This design comes from an exercise in tuning for small area and a short achievable clock period on the open sky130 flow, not from production work.
Function was checked by simulation only, so behaviour that the tests miss may differ from the original.
No activity file was given, so power comes from the tool's default toggle rates.

==> flow/design.v (excerpt) <==
module alu8_top(
    input            clk,
    input      [7:0] regA,
    input      [7:0] regB,
    input      [4:0] opcode,
    input      [7:0] flagsIn,
    output reg [7:0] res,
    output reg [7:0] flagsOut
);
For scale: ~400 cells after synthesis, ~36 flip-flops, ~46 I/O pins, roughly 0.0025 mm2 of cells after synthesis.
==> flow/config.mk <==
export PLATFORM = sky130hd
export DESIGN_NAME = alu8_top
export DESIGN_NICKNAME = alu8_top
export VERILOG_FILES = /design/flow/design.v
export SDC_FILE = /design/flow/constraint.sdc
export NUM_CORES = 4
export LEC_CHECK = 0
export CAP_MARGIN = 20
export CORE_MARGIN = 2
export CORE_UTILIZATION = 40
export SETUP_SLACK_MARGIN = 3.8
export SLEW_MARGIN = 20
==> flow/constraint.sdc <==
create_clock -name core_clock -period 6.0 [get_ports {clk}]
set_input_delay 1.2000 -clock core_clock [delete_from_list [all_inputs] [get_ports {clk}]]
set_output_delay 1.2000 -clock core_clock [all_outputs]
set_load 0.01 [all_outputs]
standard.sh (not shown) runs the stock make flow with config.mk's settings and CLKGATE_MAP_FILE= SYNTH_SCRIPT=/design/flow/synth_recipe.tcl, a recipe that flattens the netlist after the stock synthesis.
==> flow/flow/run.sh <==
#!/bin/bash
# Own layout flow: the standard ORFS flow (standard.sh), with
#  - adder-cell extraction (ADDER_MAP_FILE) off, so ABC maps all logic,
#  - ABC run with flow/abc.script instead of ORFS's abc_speed/abc_area,
#  - port buffers of a chosen cell, and CTS without dummy loads.
# Each tool's output goes to its own log under orfs/logs; make's output
# goes to flow_make.log.
set -o pipefail
HERE=$(pwd)
source "$HERE/flow/settings.sh"
# ORFS synth.tcl with only the ABC script changed
sed "s#log_cmd abc {\*}\$abc_args#log_cmd abc -script $HERE/flow/abc.script {*}[lrange \$abc_args 2 end]#" \
    "$FLOW_HOME/scripts/synth.tcl" > "$HERE/synth_mod.tcl"
grep -q "flow/abc.script" "$HERE/synth_mod.tcl" || { echo "synth.tcl patch failed"; exit 1; }
# The standard flow's synthesis script, sourcing the patched synth.tcl
sed "s#\$::env(SCRIPTS_DIR)/synth.tcl#$HERE/synth_mod.tcl#" synth_recipe.tcl > "$HERE/my_synth.tcl"
grep -q "synth_mod.tcl" "$HERE/my_synth.tcl" || { echo "synth_recipe.tcl patch failed"; exit 1; }
bash standard.sh SYNTH_SCRIPT="$HERE/my_synth.tcl" ADDER_MAP_FILE= \
    "BUFFER_PORTS_ARGS=$BUFFER_PORTS_ARGS" "CTS_ARGS=$CTS_ARGS" $EXTRA finish > flow_make.log 2>&1
==> flow/flow/abc.script <==
strash
dch
map -B 0.9
topo
stime -c
buffer -c
upsize -c
dnsize -c
==> flow/flow/settings.sh <==
BUFFER_PORTS_ARGS="-buffer_cell sky130_fd_sc_hd__buf_1"
CTS_ARGS="-sink_clustering_enable -repair_clock_nets -dont_use_dummy_load"
EXTRA=""
EXTRA="SETUP_MOVE_SEQUENCE=unbuffer,sizeup,swap,buffer"
Edit:
==> flow/run.sh (new file) <==
#!/bin/bash
# synth_recipe.tcl (not shown) runs the flow's synth.tcl, then flattens the netlist and writes it again
# the make line also repeats each setting of config.mk as NAME=value (left out here)
make -C /OpenROAD-flow-scripts/flow DESIGN_CONFIG=/design/flow/config.mk WORK_HOME=/design/flow/orfs CLKGATE_MAP_FILE= SYNTH_SCRIPT=/design/flow/synth_recipe.tcl finish
Settings changed: ABC_AREA set to 1, SETUP_SLACK_MARGIN 3.8 to 3.6.
removed: flow/flow/run.sh
removed: flow/flow/abc.script
removed: flow/flow/settings.sh
removed: flow/standard.sh
Wire length came out higher by about 4%. Utilization came out higher by 5.7 points. Clock-buffer cell count rose by 3. Die area is higher by about 4%. Sequential power is about the same. Final area rose by 18%. Synthesized cell count fell by 8.2%. Setup slack is worse by 760 ps. Fmax shrinks by about 27%.


alu8_top again, from the RTL that the note above started with.
// alu8_top
module alu8_top(
    input            clk,
    input      [7:0] regA,
    input      [7:0] regB,
    input      [4:0] opcode,
    input      [7:0] flagsIn,
    output reg [7:0] res,
    output reg [7:0] flagsOut
);
export LEC_CHECK = 0
export CAP_MARGIN = 20
export CORE_MARGIN = 2
export CORE_UTILIZATION = 40
export SETUP_SLACK_MARGIN = 3.6
export SLEW_MARGIN = 20
create_clock -name core_clock -period 6.0 [get_ports {clk}]
==> flow/flow/run.sh <==
#!/bin/bash
# Own layout flow: the standard ORFS flow (standard.sh), with
#  - adder-cell extraction (ADDER_MAP_FILE) off, so ABC maps all logic,
#  - ABC run with flow/abc.script instead of ORFS's abc_speed/abc_area,
#  - port buffers of a chosen cell, and CTS without dummy loads.
# Each tool's output goes to its own log under orfs/logs; make's output
# goes to flow_make.log.
set -o pipefail
HERE=$(pwd)
source "$HERE/flow/settings.sh"
# ORFS synth.tcl with only the ABC script changed
sed "s#log_cmd abc {\*}\$abc_args#log_cmd abc -script $HERE/flow/abc.script {*}[lrange \$abc_args 2 end]#" \
    "$FLOW_HOME/scripts/synth.tcl" > "$HERE/synth_mod.tcl"
grep -q "flow/abc.script" "$HERE/synth_mod.tcl" || { echo "synth.tcl patch failed"; exit 1; }
# The standard flow's synthesis script, sourcing the patched synth.tcl
sed "s#\$::env(SCRIPTS_DIR)/synth.tcl#$HERE/synth_mod.tcl#" synth_recipe.tcl > "$HERE/my_synth.tcl"
grep -q "synth_mod.tcl" "$HERE/my_synth.tcl" || { echo "synth_recipe.tcl patch failed"; exit 1; }
bash standard.sh SYNTH_SCRIPT="$HERE/my_synth.tcl" ADDER_MAP_FILE= \
    "BUFFER_PORTS_ARGS=$BUFFER_PORTS_ARGS" "CTS_ARGS=$CTS_ARGS" $EXTRA finish > flow_make.log 2>&1
==> flow/flow/abc.script <==
strash
balance; rewrite; refactor; balance; rewrite; rewrite -z; balance; refactor -z; rewrite -z; balance
balance; rewrite; refactor; balance; rewrite; rewrite -z; balance; refactor -z; rewrite -z; balance
dch
map -B 0.9
topo
stime -c
buffer -c
upsize -c
dnsize -c
==> flow/flow/settings.sh <==
BUFFER_PORTS_ARGS="-buffer_cell sky130_fd_sc_hd__buf_1"
CTS_ARGS="-sink_clustering_enable -repair_clock_nets -dont_use_dummy_load"
EXTRA=""
The baseline went through all stages and came out clean.
==> next run, changes <==
==> flow/flow/abc.script (replaced) <==
strash
&get -n
&deepsyn -J 200
&if -g -K 6
&synch2
&put
dch
map -B 0.9
topo
stime -c
buffer -c
upsize -c
dnsize -c
Worst hold slack degrades by 0.019 ns; via count drops by roughly a tenth; area after synthesis drops by roughly a tenth; worst setup slack degrades by 0.11 ns; power climbs by a few percent; wire length drops by a little under a tenth.
==> next run, changes <==
==> flow/flow/abc.script (replaced) <==
strash
dch
map -B 0.9
topo
stime -c
buffer -c
upsize -c
dnsize -c
The new run ran to the end with no violations; total power came out lower by a few percent; die area came out higher by a little under a tenth; final area came out lower by a few percent; critical path depth came out higher by 1; synthesized cell count came out higher by roughly a tenth; flip-flop and latch count does not change; register-to-register slack improves by 0.13 ns.
==> next run, changes <==
SETUP_SLACK_MARGIN = 3.9   (was 3.6)
Result: Cell count climbs by 5.0%; total power rises by 6.9%; via count increases by 7.2%; setup slack improved by 0.079 ns.

## what the ideal ports hide
The results above use ideal ports. As a check the final layouts listed here were re-extracted and re-timed, cells and wires unchanged.
Step 1: set_driving_cell puts a clkbuf_16 on clk and a buf_2 on each other input, an assumption about the parent block.
Step 2 times the ports against the registers' clock, not the clock port: input delays grow and output delays shrink by t, the midpoint of the rising clock arrivals with the driver on.
a / b / c = no drivers / after step 1 / after step 2; a / b = the first two.
run	t, ns	slack for setup (ns)	hold WS [ns]	worst data-port slew with drivers (ns)
the first run of note 1	0.314	3.901 / 3.901 / 3.901	0.626 / 0.626 / 0.626	0.03
the second run of note 1	0.319	3.141 / 3.141 / 3.141	0.691 / 0.691 / 0.691	0.03
the first run of note 2	0.316	3.802 / 3.802 / 3.802	0.705 / 0.705 / 0.705	0.03
the second run of note 2	0.316	3.693 / 3.693 / 3.693	0.686 / 0.686 / 0.686	0.03
the third run of note 2	0.315	3.825 / 3.825 / 3.825	0.606 / 0.606 / 0.606	0.03
the fourth run of note 2	0.316	3.905 / 3.905 / 3.905	0.607 / 0.607 / 0.607	0.03
After both steps setup and hold are still met in every run listed.
